Source: an optimization exercise on an open RTL-to-GDS flow (aim: small area). Production flows keep margins and buffers that such runs may drop. Only the layout flow was run in this run; the RTL was not checked for function there. Power and IR drop assume default switching activity.

**flow/config.mk**
```make
export PLATFORM = sky130hd
export DESIGN_NAME = riscv_top
export DESIGN_NICKNAME = riscv_top
export VERILOG_FILES = /design/flow/design.v
export SDC_FILE = /design/flow/constraint.sdc
export NUM_CORES = 4
export LEC_CHECK = 0
export CAP_MARGIN = 20
export CORE_MARGIN = 2
export CORE_UTILIZATION = 40
export PLACE_DENSITY = 0.6
export SLEW_MARGIN = 20
export SYNTH_HIERARCHICAL = 1
```
**flow/constraint.sdc**
```tcl
create_clock -name core_clock -period 13.0 [get_ports {clk}]
set_input_delay 2.6000 -clock core_clock [delete_from_list [all_inputs] [get_ports {clk}]]
set_output_delay 2.6000 -clock core_clock [all_outputs]
set_load 0.01 [all_outputs]
```
**flow/design.v**
```verilog
module controller(
    input [6:0] op,
    input [2:0] fun,
    output RegWr,     
    output MemWr,     
    output beq,       
    output jal,
    output b_rs2,     
    output sub,       
    output sel_ld,    
    output sel_lui    
    );
wire lo = op[1] & op[0] & ~op[3];
wire Rtype = lo & ~op[6] &  op[5] &  op[4] & ~op[2];
wire Itype = lo & ~op[6] & ~op[5] &  op[4] & ~op[2];
wire lui   = lo & ~op[6] &  op[5] &  op[4] &  op[2];
wire load  = lo & ~op[6] & ~op[5] & ~op[4] & ~op[2];
wire store = lo & ~op[6] &  op[5] & ~op[4] & ~op[2];
assign beq = lo &  op[6] &  op[5] & ~op[4] & ~op[2] & (fun == 3'b000);
assign jal = op[1] & op[0] & op[6] & op[5] & ~op[4] & op[3] & op[2];
assign RegWr  = Rtype | Itype | lui | load;
assign MemWr  = store;
assign b_rs2  = op[5] & (op[4] | op[6]);
assign sub    = op[4] & fun[1];
assign sel_ld = ~op[4];
assign sel_lui = op[2];
endmodule
module extender(
    input [31:0] instr,
    output [31:0] imm_is
    );
wire store = ~instr[4] & instr[5];
assign imm_is = {{20{instr[31]}}, instr[31:25], store ? instr[11:7] : instr[24:20]};
endmodule
module register_set_32(
    input [4:0] raddr,
    input [32*31-1:0] regs,    
    output [31:0] rdata
    );
wire [31:1] sel;
genvar i, b;
generate
for (i = 1; i < 32; i = i + 1) begin : d
    assign sel[i] = (raddr == i);
end
for (b = 0; b < 32; b = b + 1) begin : bt
    wire [9:0] y;
    for (i = 0; i < 10; i = i + 1) begin : s
        MUX aoi(.a0(sel[3*i+1]), .b0(regs[32*(3*i)+b]),
                .a1(sel[3*i+2]), .b1(regs[32*(3*i+1)+b]),
                .a2(sel[3*i+3]), .b2(regs[32*(3*i+2)+b]),
                .y(y[i]));
    end
    assign rdata[b] = ~(&y) | (sel[31] & regs[32*30+b]);
end
endgenerate
endmodule
module MUX(
    input a0, b0,
    input a1, b1,
    input a2, b2,
    output y
    );
assign y = ~((a0 & b0) | (a1 & b1) | (a2 & b2));
endmodule
module ALU(
    input [31:0] in_A,
    input [31:0] in_B,
    input sub,
    input [2:0] fun,
    output [31:0] sum,
    output [31:0] result,
    output eq
    );
wire [31:0] bx = in_B ^ {32{sub}};
wire [32:0] s = {1'b0, in_A} + {1'b0, bx} + {32'b0, sub};
assign sum = s[31:0];
wire ltu = ~s[32];
wire lt  = ltu ^ in_A[31] ^ in_B[31];
assign eq = (in_A == in_B);
wire is_add = (fun == 3'b000);
wire is_slt = ~fun[2] & fun[1];
wire is_or  = (fun == 3'b110);
assign result = ({32{is_add}} & sum)
              | {31'b0, is_slt & (fun[0] ? ltu : lt)}
              | ({32{is_or}} & (in_A | in_B));
endmodule
module MUX2in(
    input select,
    input [31:0] in0,
    input [31:0] in1,
    output [31:0] out
    );
assign out = select ? in1 : in0;
endmodule
module next_addr(
    input [31:1] addr,
    input [31:0] instr,
    input jal,
    input taken,
    output [31:1] next_addr
    );
wire [31:1] immb = {{20{instr[31]}}, instr[7], instr[30:25], instr[11:8]};
wire [31:1] immj = {{12{instr[31]}}, instr[19:12], instr[20], instr[30:21]};
wire [31:1] inc  = taken ? (jal ? immj : immb) : 31'd2;
assign next_addr = addr + inc;
endmodule
module pc(
    input clk,
    input rst_n,
    input [31:1] next_addr,
    output [31:0] addr
    );
reg [31:1] q;
always @(posedge clk or negedge rst_n)
begin
    if(rst_n == 1'b0)
        q <= 31'b0;
    else
        q <= next_addr;
end
assign addr = {q, 1'b0};
endmodule
module riscv_top(
    input clk,
    input rst_n,
    output [31:0] imem_addr,
    input  [31:0] imem_data,
    output [31:0] dmem_addr,
    output [31:0] dmem_wdata,
    output        dmem_we,
    input  [31:0] dmem_rdata,
    output        wb_en,
    output [4:0]  wb_rd,
    output [31:0] wb_data
    );
wire [31:0] ins = imem_data;
wire [4:0] rs1 = ins[19:15];
wire [4:0] rs2 = ins[24:20];
wire [4:0] rd  = ins[11:7];
wire RegWr, MemWr, beq, jal, b_rs2, sub, sel_ld, sel_lui;
controller controller_0(
    .op(ins[6:0]), .fun(ins[14:12]), .RegWr(RegWr), .MemWr(MemWr),
    .beq(beq), .jal(jal), .b_rs2(b_rs2), .sub(sub), .sel_ld(sel_ld), .sel_lui(sel_lui));
wire [32*31-1:0] regs;
genvar gi;
generate
for (gi = 1; gi < 32; gi = gi + 1) begin : rf
    reg [31:0] r;
    always @(posedge clk)
        if (wb_en && rd == gi)
            r <= wb_data;
    assign regs[32*(gi-1) +: 32] = r;
end
endgenerate
wire [31:0] rdata1, rdata2;
register_set_32 rport1(.raddr(rs1), .regs(regs), .rdata(rdata1));
register_set_32 rport2(.raddr(rs2), .regs(regs), .rdata(rdata2));
wire [31:0] imm_is;
extender extender_0(.instr(ins), .imm_is(imm_is));
wire [31:0] alu_b;
MUX2in MUX_b(.select(b_rs2), .in0(imm_is), .in1(rdata2), .out(alu_b));
wire [31:0] sum, alu_ri;
wire eq;
ALU ALU_0(.in_A(rdata1), .in_B(alu_b), .sub(sub), .fun(ins[14:12]),
          .sum(sum), .result(alu_ri), .eq(eq));
assign wb_data = sel_ld ? dmem_rdata : (sel_lui ? {ins[31:12], 12'b0} : alu_ri);
wire [31:0] pc_addr;
wire [31:1] pc_next;
next_addr next_addr_0(.addr(pc_addr[31:1]), .instr(ins), .jal(jal), .taken(jal | (beq & eq)),
                      .next_addr(pc_next));
pc pc_0(.clk(clk), .rst_n(rst_n), .next_addr(pc_next), .addr(pc_addr));
assign imem_addr  = pc_addr;
assign dmem_addr  = sum;
assign dmem_wdata = rdata2;
assign dmem_we    = MemWr & rst_n;
assign wb_en      = RegWr & rst_n & (rd != 5'b0);
assign wb_rd      = rd;
endmodule
```
**flow/run.sh**
```bash
#!/bin/bash
# synth_recipe.tcl (not shown) runs the flow's synth.tcl, then flattens the netlist and writes it again
# the make line also repeats each setting of config.mk as NAME=value (left out here)
make -C /OpenROAD-flow-scripts/flow DESIGN_CONFIG=/design/flow/config.mk WORK_HOME=/design/flow/orfs CLKGATE_MAP_FILE= SYNTH_SCRIPT=/design/flow/synth_recipe.tcl finish
```
==> summary.txt <==
state kept, by name, summed over array words and instances, names as in the netlist:
signal / count
pc_0.q: 31
rf.r: 992
routing by layer:
metal / wire (um) / vias to the layer above
li1: - / 14500
met1: 72800 / 18500
met2: 84800 / 3156
met3: 33900 / 494
met4: 9060 / 34
met5: 316 / -
layout by cell type, fill, tap and decap left out, types with 16 or more instances in the layout:
cell type	synthesis	routed
nand4_1	146	146
clkbuf_16	0	105
o21ai_2	2	22
buf_4	38	185
nor2_1	94	34
o21ai_0	66	46
inv_1	81	80
xnor2_1	38	38
nand2_1	169	169
clkdlybuf4s50_1	0	197
mux2_4	35	35
dfrtp_1	31	31
nor3_2	2	31
clkinv_2	0	24
bufinv_16	0	16
nor2_4	2	62
a21oi_1	76	76
xor2_1	55	55
a222oi_1	640	640
o2bb2ai_1	19	19
buf_12	3	28
mux2i_1	27	27
a2111o_1	64	64
edfxtp_1	992	992
ha_1	93	93
where the power goes:
| group | switching [mW] | leakage (nW) | internal [mW] |
|---|---|---|---|
| Clock | 1.32 | 1.73 | 1.81 |
| Sequential | 0.0246 | 9.38 | 3.69 |
| Combinational | 1.00 | 7.50 | 0.571 |
| Total | 2.35 | 18.6 | 6.07 |
final cells by class:
class                   count  area, um2
repair buffers            413       3960
flip-flops and latches   1023      30600
inverters                  81        304
multi-input cells        1788      15300
fillers                  9853      58900
well taps                1512       1890
diodes                      8       20.0
clock inverters            72        868
clock buffers             117       2690
Yosys stat by module, one instance, submodules excluded:
module / cells / times used / flops+latches
MUX2in: 36 / 1 / 0
extender: 33 / 1 / 0
MUX: 1 / 640 / 0
ALU: 477 / 1 / 0
controller: 14 / 1 / 0
pc: 33 / 1 / 31
register_set_32: 178 / 2 / 0
next_addr: 271 / 1 / 0
riscv_top: 1132 / 1 / 992
through the flow:
stage | cells | setup slack, ns
after floorplan | 2992 | 1.88
after CTS | 5005 | 0.563
after global routing | 5007 | 0.105
after detailed placement | 4816 | 0.586
final | 5014 | 0.191
after global placement | 4816 | 0.558
worst paths after layout:
path | start | slack, ns | endpoint
setup / recovery | imem_data[23] | 0.19 | wb_data[18]
hold / removal | pc_0.q[1] | 0.52 | pc_0.q[1]
setup reg to reg | rf[1].r[31] | 6.08 | pc_0.q[25]
hold reg to reg | pc_0.q[1] | 0.52 | pc_0.q[1]
max in group asynchronous | rst_n | 10.70 | pc_0.q[27]
min in group asynchronous | rst_n | 1.94 | pc_0.q[12]
kinds of logic after synthesis:
logic type,after synthesis,synth area share
flip-flops,1023,0.661
AO/OA/AOI/OAI,977,0.193
AND/OR/NAND/NOR,558,0.0628
buffers and inverters,181,0.0218
adder cells (fa/ha/maj),95,0.0260
XOR/XNOR,93,0.0176
multiplexers,64,0.0177
other,1,0.0000812
==> summary.txt <==
Outcome:
- The run finished with no timing, DRC or antenna violations.

Floorplanning:
- The die is 344 um tall.
- After floorplanning, the core was divided into 124 placement rows.
- The boundary pin count is 201.
- The initial utilization of the core area, before any placement, comes to 0.404.
- The horizontal extent of the die is 344 um.
- In this run the standard cell core region covers 115,000 um2.
- The floorplan die area is 118,000 um2.

Clocking:
- No sink is reached through more buffers than the 3 on the longest clock path.
- The clock root buffer is clkbuf_16.
- The number of setup buffers added after CTS is 0.
- The number of hold buffers added after CTS was 0.
- The number of buffers inserted during clock tree synthesis is 104.
- Clock-pin slew was measured on the worst setup and hold paths at 0.06 ns.
- The insertion delay of the later-clocked pin in the worst-skew pair is 0.73 ns.
- After clock tree synthesis, the repair step resized 0 gates.
- TritonCTS built the clock tree.
- The clock sink count is 1,023.
- The deepest level of the CTS H-tree is 3.

Timing:
- The fmax is 0.0781 GHz.
- The worst-case clock skew is 0.0535 ns.
- The setup TNS after final layout is 0 ns.
- At the pin with the least slew margin, the transition time is 1.19 ns.
- The final hold slack is 0.519 ns.
- Of the available clock period, the critical path in the final layout requires 0.985.
- The remaining max-slew budget at the tightest pin is 0.203.
- The max-slew violation count came to 0.
- The final hold violation count is 0.
- The number of setup violations in the final report is 0.
- Counting I/O delays and the setup requirement, the final critical path takes 12.81 ns.
- Setup repair after global routing left no endpoint under its margin.

Synthesis:
- Synthesis inferred 1,023 register bits.
- Sorting the synthesized cells by area gives the leading types as edfxtp_1, a222oi_1, ha_1.
- Of all flip-flops after synthesis, the portion carrying an async set or reset was 0.0303.
- For this run, the leading register cell type out of synthesis is edfxtp_1.
- The share of the Yosys chip area taken by registers is 0.661.
- The cell type contributing the most total cell area after synthesis is edfxtp_1.
- The share of synthesized area in the top cell type comes to 0.645.
- The cell area that synthesis handed to floorplanning was 46,200 um2.
- The count of yosys warnings during synthesis is 8.
- The commonest cells after synthesis are edfxtp_1, a222oi_1, nand2_1, nand4_1, nor2_1.
- When the netlist entered floorplanning its net count stood at 3,153.
- A synthesized cell averages 15.4 um2.
- The most frequently used cell type in the post-synthesis netlist is edfxtp_1.
- The number of distinct library cells after synthesis is 89.
- Yosys mapped a number of flops with a built-in enable equal to 992.
- Synthesis handed over a netlist of 2,992 instances.

Place:
- Port buffering added 199 buffers.
- The congestion estimate from routability-driven global placement came to 1.02.
- Detailed placement finished with a half-perimeter wire length of 137,000 um.
- The placed standard-cell area is 52,000 um2.

Setup path:
- For this run, the slowest stage of the critical path takes 0.81 ns.
- Walking the worst path, the cells encountered are clkdlybuf4s50_1 > nand3b_1 > nor2_4 > buf_4 > a222oi_1 > nand4_1 > a2111o_1 > mux2_4 > xor2_1 > ha_1 > o211ai_1 > a21oi_1 > o2111ai_1 > a21oi_1 > nor2_1 > xnor2_1 > o2bb2ai_1 > mux2i_1 > o21ai_2 > clkdlybuf4s50_1.
- On the critical path the largest part of the delay comes from compound AO/OA/AOI/OAI gates.
- The critical path buffer and inverter count is 3.
- STA puts the critical path data required time at 10.40 ns.
- The depth of the worst register-to-register path is 21.
- The largest driver fanout on the critical path is 22.
- The setup path with the least slack is of type input port to primary output.
- The critical path's slowest cell is clkdlybuf4s50_1.
- The worst setup path is captured at a primary output.
- The number of gates on the worst path with buffers counted is 20.
- Data on the critical path arrives at its endpoint at 10.21 ns.
- STA classifies the critical path startpoint as an input port.

Route:
- The number of detailed-route iterations in the first pass is 13.
- Across all layers, the routed design uses 36,700 vias.
- For this block, the initial DRC count from the detailed router was 9,487.
- In the routed layout, each cell is associated on average with a via count of 7.32.
- The residual DRC count is 0.
- The detail-routed net length per standard cell is 40.1 um.
- The number of nets still failing antenna checks after routing is 0.
- The sum of routed wire length over all layers is 201,000 um.

Min path:
- In this run the worst hold path is classified as flop to flop.
- Counting instances, the worst hold path has a depth of 1.

Pwr:
- Across the VDD grid, the largest voltage drop is 111 uV.
- Summed over all cells, the static leakage comes to 18.6 nW.
- Summing internal, switching and leakage power gives 8.42 mW.
- In this run the power density over the cells is 151 nW/um2.

Cells and area:
- The core utilization of the finished layout is 0.486.
- The number of nets in the finished design is 3,572.
- The signed area change from the synthesized netlist to the final layout is 20.4%.
- The area of all placed cells without fillers is 55,600 um2.
- The fraction of layout instances using a drive strength above 1 is 0.163.

Global route:
- The most utilized layer in the global route result is met2.
- The met3 routing resource usage after global routing is 0.148.
- The via count of the first global-routing pass is 34,200.
- The global-route wire length before repair is 271,000 um.
- Entering global routing, the biggest net connects 45 pins.
- In the global route stage, met2 resource usage came out at 0.479.
- In the global route stage, overall resource usage came out at 0.329.
- The met1 capacity usage during global routing is 0.430.
- The initial antenna violation count came to 26.
- The remaining global-route overflow is 0.

Run:
- The number of maximum-capacitance violations is 0.

separate check: timing with driven ports:
The flow's constraints put no driver on any port. The routed layout listed below was extracted and timed again, unchanged, in two steps.
Step 1: set_driving_cell puts a clkbuf_16 on clk and a buf_2 on each other input, an assumption about the parent block.
Step 2, shift: input delay + t, output delay - t, t = (earliest + latest rising clock arrival at the registers) / 2. This alone moves slack from input paths to output paths.
a / b / c = ideal ports / drivers / drivers and shift; a / b = the first two.
shift t [ns]: 0.774
setup slack, ns: 0.191 / 0.078 / 0.078
hold slack, ns: 0.519 / 0.519 / 0.519
worst register clock-pin slew, ns: 0.07 / 0.07
After both steps this run still meets setup and hold. For this run, drivers alone change the setup slack by -0.113 ns; drivers and shift together by -0.113 ns.
